Context: an optimization exercise on an open-source flow, tuned for small area and a short achievable clock period. The choices shown serve that exercise and are no tape-out recipe.
The RTL was checked by simulation tests, not by an equivalence proof against the original design.
Power and IR drop assume default switching activity.

==> v14 <==
Design fp_multiplier, start of the top module:
module fp_multiplier(input [31:0] a, input [31:0] b, output [31:0] out, input clk,
	input rst, input in_valid, output out_valid);
Settings: LEC_CHECK=0, CAP_MARGIN=20, CORE_MARGIN=2, CORE_UTILIZATION=40, CTS_BUF_LIST=sky130_fd_sc_hd__clkbuf_4 sky130_fd_sc_hd__clkbuf_8, CTS_CLUSTER_DIAMETER=100, CTS_CLUSTER_SIZE=16, SLEW_MARGIN=20, SYNTH_HIERARCHICAL=1; clock period 2.5 ns.
run.sh (not shown) runs the stock make flow with config.mk's settings and CLKGATE_MAP_FILE= SYNTH_SCRIPT=/design/flow/synth_recipe.tcl, a recipe that flattens the netlist after the stock synthesis.
==> inputs of v22, as changes to v14 <==
--- a/flow/config.mk
+++ b/flow/config.mk
@@ -8,8 +8,9 @@
 export CAP_MARGIN = 20
 export CORE_MARGIN = 2
 export CORE_UTILIZATION = 40
-export CTS_BUF_LIST = sky130_fd_sc_hd__clkbuf_4 sky130_fd_sc_hd__clkbuf_8
+export CTS_BUF_LIST = sky130_fd_sc_hd__clkbuf_8
 export CTS_CLUSTER_DIAMETER = 100
 export CTS_CLUSTER_SIZE = 16
+export SETUP_SLACK_MARGIN = 0.4
 export SLEW_MARGIN = 20
 export SYNTH_HIERARCHICAL = 1
==> qor summary <==
Run status: v14 timing/DRC/antenna clean; v22 timing/DRC/antenna clean
Max Clock Skew: v14 0.03636 ns; v22 0.01384 ns
Slew margin rel.: v14 53.96%; v22 61.43%
Finished Cell Area: v14 24860 sq um; v22 28460 sq um
Power drawn by the combinational cells: v14 0.0139 W; v22 0.0169 W
Reg-to-reg startpoint: v14 n236_r1; v22 a11_r1
Sort of element at the end of the critical path: v14 register; v22 output pin
Cell depth of the worst flop-to-flop path: v14 5; v22 7
R2r setup slk: v14 0.06 ns; v22 0.09 ns
Hold Path End: v14 a9_r1; v22 a13_r1
Combinational cell fraction of total power: v14 53.3%; v22 57.7%
Cts hold-fix bufs: v14 0; v22 1
Routed met3 length: v14 5.154 mm; v22 6.070 mm
Number of setup buffers added after CTS: v14 6; v22 59
Final setup margin: v14 0.05756 ns; v22 0.03554 ns
Diodes inserted: v14 0; v22 1
Fraction of met2 tracks used by global routing: v14 33.39%; v22 37.47%

---

==> 01-03 <==
Starting RTL as in the previous note.
Settings: LEC_CHECK=0, CAP_MARGIN=20, CORE_MARGIN=2, CORE_UTILIZATION=40, CTS_BUF_LIST=sky130_fd_sc_hd__clkbuf_8, CTS_CLUSTER_DIAMETER=100, CTS_CLUSTER_SIZE=16, GPL_TIMING_DRIVEN=0, SLEW_MARGIN=20, SYNTH_HIERARCHICAL=1; clock period 2.5 ns.
==> 11-24 (differences from 01-03) <==
GPL_TIMING_DRIVEN = default   (was 0)
SETUP_SLACK_MARGIN = 0.05   (was default)
==> qor summary <==
Outcome: 01-03 finished with violations; 11-24 complete, no violations
Layout check failures: 01-03 negative setup slack; 11-24 -
Port Buffers: 01-03 98; 11-24 99
Number of global-route vias before repair: 01-03 16690; 11-24 16160
Area growth from synthesis to layout: 01-03 18.56%; 11-24 16.32%
Metal-1 WL: 01-03 33620 um; 11-24 25300 um
Final routed wirelength across all metal layers: 01-03 76880 um; 11-24 59480 um
Global-route wire length before repair: 01-03 111900 um; 11-24 93180 um
Final critical delay including setup and external delays: 01-03 2.539 ns; 11-24 2.444 ns
Total Negative Setup Slacks: 01-03 -0.07979 ns; 11-24 0 ns
Termination of the worst setup path: 01-03 n800_r2; 11-24 n684_r2
Final HPWL DP: 01-03 59790 um; 11-24 42350 um
Register share of the cell area: 01-03 28.82%; 11-24 29.09%
Met3 track utilization from global routing: 01-03 3.827%; 11-24 5.255%
Antenna violations before repair: 01-03 1; 11-24 0
Vias per std cell: 01-03 5.819; 11-24 5.747
Slowest Stage Delay on Critical Path: 01-03 0.55 ns; 11-24 0.49 ns
Worst slew pin tran: 01-03 0.7523 ns; 11-24 0.7319 ns
Met2 Routed Length: 01-03 34250 um; 11-24 26350 um
Data-path buffer share of cell area in the final layout: 01-03 9.883%; 11-24 11.26%
Placer's final routability congestion estimate: 01-03 1.044; 11-24 0.9136
Final worst path period share: 01-03 101.5%; 11-24 97.75%
Clock Pin Slew Worst Setup and Hold Paths: 01-03 0.09 ns; 11-24 0.10 ns
Share of power burned in the clock network: 01-03 10.4%; 11-24 10.6%
Crit-path max FO: 01-03 10; 11-24 6
Count of clock-net buffers in the final layout: 01-03 28; 11-24 26
Number of stages on the worst setup path: 01-03 5; 11-24 7
Capturing point of the worst reg2reg path: 01-03 n800_r2; 11-24 n684_r2

[separate check: timing with driven ports]
Ports are ideal in the flow. The routed layouts listed here were re-timed in OpenROAD.
Step 1 sets driving cells, clkbuf_16 on the clock port and buf_2 on the other inputs (assumed; they add their load-dependent delay and slew).
Step 2 moves the port delays by t, midway between the first and last clock arrival at a register: inputs arrive t later, outputs are due t later. That takes back most of the time a late clock gives input paths.
a / b / c = ideal ports / drivers / drivers and shift; a / b = the first two.
run	t (ns)	setup WS [ns]	latest minus earliest clock arrival (ns)	worst register clock-pin slew, ns
v14	0.677	0.058 / 0.029 / -0.548	0.040 / 0.040	0.11 / 0.11
v22	0.665	0.036 / -0.019 / -0.245	0.019 / 0.019	0.11 / 0.11
01-03	0.692	-0.039 / -0.039 / -0.554	0.020 / 0.020	0.10 / 0.10
11-24	0.680	0.056 / 0.056 / -0.567	0.044 / 0.045	0.10 / 0.10
With both steps, setup timing fails in v14, v22 and 11-24, where it was met with ideal ports. The setup slack of 11-24, which loses most, moves by 0.000 ns with the drivers and by -0.623 ns with both steps.
